What follows belongs to an exercise in optimizing a design on an open flow for small area, a short achievable clock period and few clock cycles; a production flow would make more cautious choices. The RTL was checked by simulation tests, not by an equivalence proof against the original design.

Setup of main:
// GCD
module GCD #(parameter WIDTH = 16) (clk,a,b,start,gcd,done);
Size in the first run: roughly 680 cells after synthesis, ~36 flip-flops, ~51 I/O pins.
==> module GCD, before the edit <==
module GCD #(parameter WIDTH = 16) (clk,a,b,start,gcd,done);
    input clk;
    input [WIDTH-1:0] a;
    input [WIDTH-1:0] b;
    input start;
    output [WIDTH-1:0] gcd;
    output done;
    localparam KW = 4;    
    reg [WIDTH-1:0] x, y;
    reg [KW-1:0] k;
    function [KW-1:0] ctz;
        input [WIDTH-1:0] v;
        integer i;
        begin
            ctz = 0;
            for (i = WIDTH-1; i >= 0; i = i - 1)
                if (v[i]) ctz = i;
        end
    endfunction
    wire [WIDTH-1:0] e = x ^ y;
    wire [KW-1:0] k_ld = ctz(a | b);
    wire [KW-1:0] t_e = ctz(e) - k;       
    wire [KW-1:0] t_y = ctz(y) - k;
    wire [KW-1:0] t_a = ctz(a) - k_ld;
    wire norm_y = (t_e == 0);
    wire [WIDTH:0] d = {1'b0, x} - {1'b0, y};
    wire neg = d[WIDTH];
    wire signed [WIDTH:0] sin = start ? {1'b0, a} : norm_y ? {1'b0, y} : d;
    wire [KW-1:0] amt = start ? t_a : norm_y ? t_y : t_e;
    wire [WIDTH:0] sh = sin >>> amt;
    wire [WIDTH-1:0] above = {WIDTH{1'b1}} << k << 1;
    wire sneg = !start && !norm_y && neg;
    wire [WIDTH-1:0] r = sh[WIDTH-1:0] ^ (above & {WIDTH{sneg}});
    wire busy = (e != 0);
    always @(posedge clk) begin
        if (start) begin
            x <= r;
            y <= b;
            k <= k_ld;
        end else if (busy) begin
            if (norm_y || neg)
                y <= r;
            else
                x <= r;
        end
    end
    assign gcd = x;
    assign done = !busy;
endmodule
make LEC_CHECK=0 CAP_MARGIN=20 CORE_MARGIN=2 CORE_UTILIZATION=40 SLEW_MARGIN=20 finish   # period 3.0 ns
run.sh (not shown) runs the stock make flow with config.mk's settings and CLKGATE_MAP_FILE= SYNTH_SCRIPT=/design/flow/synth_recipe.tcl, a recipe that flattens the netlist after the stock synthesis.
main ran in full, but the layout does not pass; the checks complain about negative setup slack.
Testbench counts of main, summed over its fixed seeds: cycles 28,429.
Relative to main, the following input files were edited for the feature branch:
==> flow/design.v <==
module GCD #(parameter WIDTH = 16) (clk,a,b,start,gcd,done);
    input clk;
    input [WIDTH-1:0] a;
    input [WIDTH-1:0] b;
    input start;
    output [WIDTH-1:0] gcd;
    output done;
    localparam KW = 4;    
    reg [WIDTH-1:0] x, y;
    reg [KW-1:0] k;
    function [KW-1:0] ctz;
        input [WIDTH-1:0] v;
        integer i;
        begin
            ctz = 0;
            for (i = WIDTH-1; i >= 0; i = i - 1)
                if (v[i]) ctz = i;
        end
    endfunction
    wire [WIDTH-1:0] kh = {{(WIDTH-1){1'b0}}, 1'b1} << k;
    wire xo = ~|(x & kh);
    wire yo = ~|(y & kh);
    wire [WIDTH:0] d = {1'b0, x} - {1'b0, y};
    wire neg = d[WIDTH];
    wire [WIDTH-1:0] e = x ^ y;
    reg [WIDTH-1:0] m;
    integer i;
    always @* begin
        m[0] = 1'b0;
        for (i = 1; i < WIDTH; i = i + 1)
            m[i] = m[i-1] | e[i-1];
    end
    wire [WIDTH-1:0] ad = d[WIDTH-1:0] ^ (m & {WIDTH{neg}});
    wire [WIDTH-1:0] h = {1'b0, ad[WIDTH-1:1]};
    wire busy = (e != 0);
    wire sub = busy & ~xo & ~yo;
    always @(posedge clk) begin
        if (start) begin
            x <= a;
            y <= b;
            k <= ctz(a | b);
        end else begin
            if (xo)
                x <= {1'b0, x[WIDTH-1:1]};
            else if (sub & ~neg)
                x <= h;
            if (yo)
                y <= {1'b0, y[WIDTH-1:1]};
            else if (sub & neg)
                y <= h;
        end
    end
    assign gcd = x;
    assign done = ~busy;
endmodule
The feature branch was carried through to the last stage, and its layout satisfied the timing, DRC and antenna checks. Changes observed in the feature branch relative to main: half-perimeter wire length after detailed placement has decreased; worst hold slack went down by 200 ps; fmax has increased. Summary of the feature branch over main: post-detailed-route wirelength per cell shrank by 1.9 um.
Testbench counts of the feature branch, summed over its fixed seeds: cycles 52,054.

afterwards: timing with drivers on the ports:
The flow's constraints put no driver on any port. The routed layouts listed below were extracted and timed again, unchanged, in two steps.
Step 1, drivers: a clkbuf_16 drives clk and a buf_2 each remaining input, both assumed.
Step 2 times the ports against the registers' clock, not the clock port: input delays grow and output delays shrink by t, the midpoint of the rising clock arrivals with the driver on.
Three values: ideal ports, drivers, drivers and shift; two values: the first two.
run	shift t [ns]	setup slack, ns	worst setup path after step 2	latest minus earliest clock arrival (ns)	slew at the worst register clock pin (ns)
main	0.325	-1.927 / -1.927 / -2.013	input to register	0.007 / 0.008	0.06 / 0.06
the feature branch	0.325	0.158 / 0.158 / 0.158	register to register	0.005 / 0.005	0.08 / 0.08
For main, which loses most, drivers alone change the setup slack by 0.000 ns; drivers and shift together by -0.086 ns.
